Source: an optimization exercise on an open RTL-to-GDS flow (aim: small area). Production flows keep margins and buffers that such runs may drop.
In this exercise RTL edits were held to simulation tests only and were not proved equivalent to the original.

==> branch pepper: inputs <==
==> flow/design.v <==
`timescale 1ns / 1ps
module HC_SR04_module (
    input  clk,
    input  reset,
    input  start_trigger,
    input  data,
    output start_tick,
    output [15:0] o_data,
    output done
);
    localparam IDLE = 2'd0, START = 2'd1, WAIT = 2'd2, DATA = 2'd3;
    reg [6:0] div;
    wire tick = div[6] & div[5] & div[2];
    reg [1:0] state;
    reg [8:0] q;
    reg [5:0] r;
    reg done_reg;
    wire in_start = (state == START);
    wire in_data  = (state == DATA);
    wire r_last   = r[5] & r[4] & r[3] & r[0];          
    wire r_ninth  = r[3] & r[0];                        
    wire q_last   = q[8] & q[7] & q[3] & q[2] & q[1] & q[0];  
    wire count    = in_data & data & tick;
    assign start_tick = in_start & (r != 6'd0);
    assign o_data = {7'd0, q};
    assign done = done_reg;
    always @(posedge clk, posedge reset) begin
        if (reset) begin
            div <= 7'd0;
        end else begin
            div <= tick ? 7'd1 : div + 7'd1;
        end
    end
    always @(posedge clk, posedge reset) begin
        if (reset) begin
            state <= IDLE;
            q <= 9'd0;
            done_reg <= 1'b0;
        end else begin
            done_reg <= in_data & ~data;
            case (state)
                IDLE:  if (start_trigger) state <= START;
                START: if (tick) begin
                    q <= 9'd0;
                    if (r_ninth) state <= WAIT;
                end
                WAIT:  if (data) state <= DATA;
                DATA:  if (!data) state <= IDLE;
                       else if (tick && r_last) begin
                           q <= q + 9'd1;
                           if (q_last) state <= IDLE;
                       end
            endcase
        end
    end
    always @(posedge clk) begin
        if (!state[0])
            r <= 6'd0;
        else if (tick && (in_start || data))
            r <= r_last ? 6'd0 : r + 6'd1;
    end
endmodule
==> flow/flow/run.sh <==
#!/bin/bash
# Own layout flow: standard synthesis, then an area re-mapping of its combinational logic
# (registers untouched), then the standard ORFS layout with small port buffers.
set -euo pipefail
W=$PWD
R=$W/orfs/results/$FLOW_PLATFORM/HC_SR04_module/base
F=$W/flow
bash standard.sh synth > $W/log_1_standard_synth.txt 2>&1
cp $R/1_2_yosys.v $W/std_1_2_yosys.v
LIB=$FLOW_HOME/platforms/sky130hd/lib/sky130_fd_sc_hd__tt_025C_1v80.lib \
DONT="sky130_fd_sc_hd__probe_p_8 sky130_fd_sc_hd__probec_p_8 sky130_fd_sc_hd__lpflow_*" \
IN=$W/std_1_2_yosys.v OUT=$W/resyn.v TOP=$FLOW_TOP ABC_SCRIPT=$F/area.abc \
  yosys -c $F/resyn.tcl > $W/log_2_resyn.txt 2>&1
cp $W/resyn.v $R/1_2_yosys.v
rm -f $R/1_synth.odb $R/1_synth.sdc
bash standard.sh BUFFER_PORTS_ARGS="-buffer_cell sky130_fd_sc_hd__buf_1" SKIP_REPAIR_TIE_FANOUT=1 finish > $W/log_3_layout.txt 2>&1
==> flow/flow/area.abc <==
strash
&get -n
&deepsyn -T 20
&put
dch -f
&get -n
&nf -a
&put
==> flow/flow/resyn.tcl <==
# Re-map the combinational logic of the standard synthesis netlist for area.
# Flip-flops (and tie cells) are kept as the very same instances, names and cell types.
yosys -import
set lib $::env(LIB)
read_liberty -ignore_miss_func $lib
read_verilog $::env(IN)
hierarchy -top $::env(TOP)
set keep {}
foreach c [split [tee -q -s result.string select -list t:sky130_fd_sc_hd__df* t:sky130_fd_sc_hd__conb_*] "\n"] {}
foreach t [lsort -unique [regexp -all -inline {sky130_fd_sc_hd__(?:df|conb_)\w+} [tee -q -s result.string ls]]] {}
set used [lsort -unique [regexp -all -inline {sky130_fd_sc_hd__\w+} [read [open $::env(IN)]]]]
foreach t $used {
  if {[regexp {^sky130_fd_sc_hd__(df|conb_)} $t]} {
    setattr -mod -set keep_hierarchy 1 $t
    lappend keep $t
  }
}
flatten
hierarchy -top $::env(TOP)
foreach t $keep { blackbox $t }
opt_clean -purge
set dont {}
foreach c $::env(DONT) { lappend dont -dont_use $c }
abc -liberty $lib {*}$dont -script $::env(ABC_SCRIPT)
opt_clean -purge
stat -liberty $lib
write_verilog -noattr -nohex -nodec $::env(OUT)
==> flow/standard.sh <==
#!/bin/bash
# synth_recipe.tcl (not shown) runs the flow's synth.tcl, then flattens the netlist and writes it again
# the make line also repeats each setting of config.mk as NAME=value (left out here)
make -C /OpenROAD-flow-scripts/flow DESIGN_CONFIG=/design/flow/config.mk WORK_HOME=/design/flow/orfs CLKGATE_MAP_FILE= SYNTH_SCRIPT=/design/flow/synth_recipe.tcl "${@:-finish}"
==> flow/config.mk <==
export PLATFORM = sky130hd
export DESIGN_NAME = HC_SR04_module
export DESIGN_NICKNAME = HC_SR04_module
export VERILOG_FILES = /design/flow/design.v
export SDC_FILE = /design/flow/constraint.sdc
export NUM_CORES = 4
export LEC_CHECK = 0
export ABC_AREA = 0
export ABC_CLOCK_PERIOD_IN_PS = 100000
export CAP_MARGIN = 20
export CORE_MARGIN = 2
export CORE_UTILIZATION = 70
export CTS_BUF_LIST = sky130_fd_sc_hd__clkbuf_8
export SLEW_MARGIN = 20
==> flow/constraint.sdc <==
create_clock -name core_clock -period 12.0 [get_ports {clk}]
set_input_delay 2.4000 -clock core_clock [delete_from_list [all_inputs] [get_ports {clk}]]
set_output_delay 2.4000 -clock core_clock [all_outputs]
set_load 0.01 [all_outputs]
==> branch fjord (differences from branch pepper) <==
==> flow/run.sh (new file) <==
#!/bin/bash
# synth_recipe.tcl (not shown) runs the flow's synth.tcl, then flattens the netlist and writes it again
# the make line also repeats each setting of config.mk as NAME=value (left out here)
make -C /OpenROAD-flow-scripts/flow DESIGN_CONFIG=/design/flow/config.mk WORK_HOME=/design/flow/orfs CLKGATE_MAP_FILE= SYNTH_SCRIPT=/design/flow/synth_recipe.tcl finish
removed: flow/flow/run.sh
removed: flow/flow/area.abc
removed: flow/flow/resyn.tcl
removed: flow/standard.sh
==> results.sh <==
export IMPL_num_vias=857
export IMPL_path_class="in2reg"
export IMPL_wl_met2_um=1000
export IMPL_crit_slowest_cell="nor4_1"
export IMPL_r2r_slack_ps=9730
export IMPL_cp_max_fo=5
export IMPL_cellLeakagePower_nw=0.534
export IMPL_grt_met1_usage=0.354
export IMPL_fill_cells=73
export IMPL_startpoint="data"
export IMPL_worst_path_largest_cell_delay_ps=570
export IMPL_powerSeq_mw=0.0877
export IMPL_pre_cts_slack_ps=7890
export IMPL_seq_cell_share=0.520
export IMPL_first_pass_iters=5
export IMPL_p_total_mw=0.149
export IMPL_crit_top_cell="and4_1"
export IMPL_cpLargestDelayFamily="simple AND/OR/NAND/NOR gates"
export IMPL_status="complete, no violations"
Source of the figures above: branch pepper

==> results.sh <==
export IMPL_worst_path_largest_cell_delay_ps=560
export IMPL_crit_slowest_cell="clkdlybuf4s50_1"
export IMPL_first_pass_iters=4
export IMPL_cpLargestDelayFamily="buffers and inverters"
export IMPL_grt_met1_usage=0.353
export IMPL_fill_cells=144
export IMPL_r2r_slack_ps=10040
export IMPL_powerSeq_mw=0.0838
export IMPL_startpoint="state[1]"
export IMPL_path_class="reg2out"
export IMPL_cellLeakagePower_nw=0.649
export IMPL_cp_max_fo=6
export IMPL_num_vias=1184
export IMPL_status="complete, no violations"
export IMPL_p_total_mw=0.136
Source of the figures above: branch fjord

==> static timing again, ports no longer ideal <==
In the flow no input, the clock included, has a driving cell. The finished layouts below were timed again as built, in two steps. Step 1, drivers: a clkbuf_16 drives clk and a buf_2 each remaining input, both assumed. Step 2 times the ports against the registers' clock, not the clock port: input delays grow and output delays shrink by t, the midpoint of the rising clock arrivals with the driver on. Slacks: no drivers / after step 1 / after step 2; pairs: no drivers / after step 1.
run | shift t [ns] | setup slack, ns | hold slack, ns | clock arrival spread, ns
branch pepper | 0.292 | 8.022 / 8.026 / 7.734 | 0.503 / 0.503 / 0.503 | 0.008 / 0.008
branch fjord | 0.285 | 7.758 / 7.735 / 7.868 | 0.496 / 0.496 / 0.496 | 0.003 / 0.003
After both steps setup and hold are still met in every run listed. For branch pepper, which loses most, drivers alone change the setup slack by +0.004 ns; drivers and shift together by -0.288 ns.
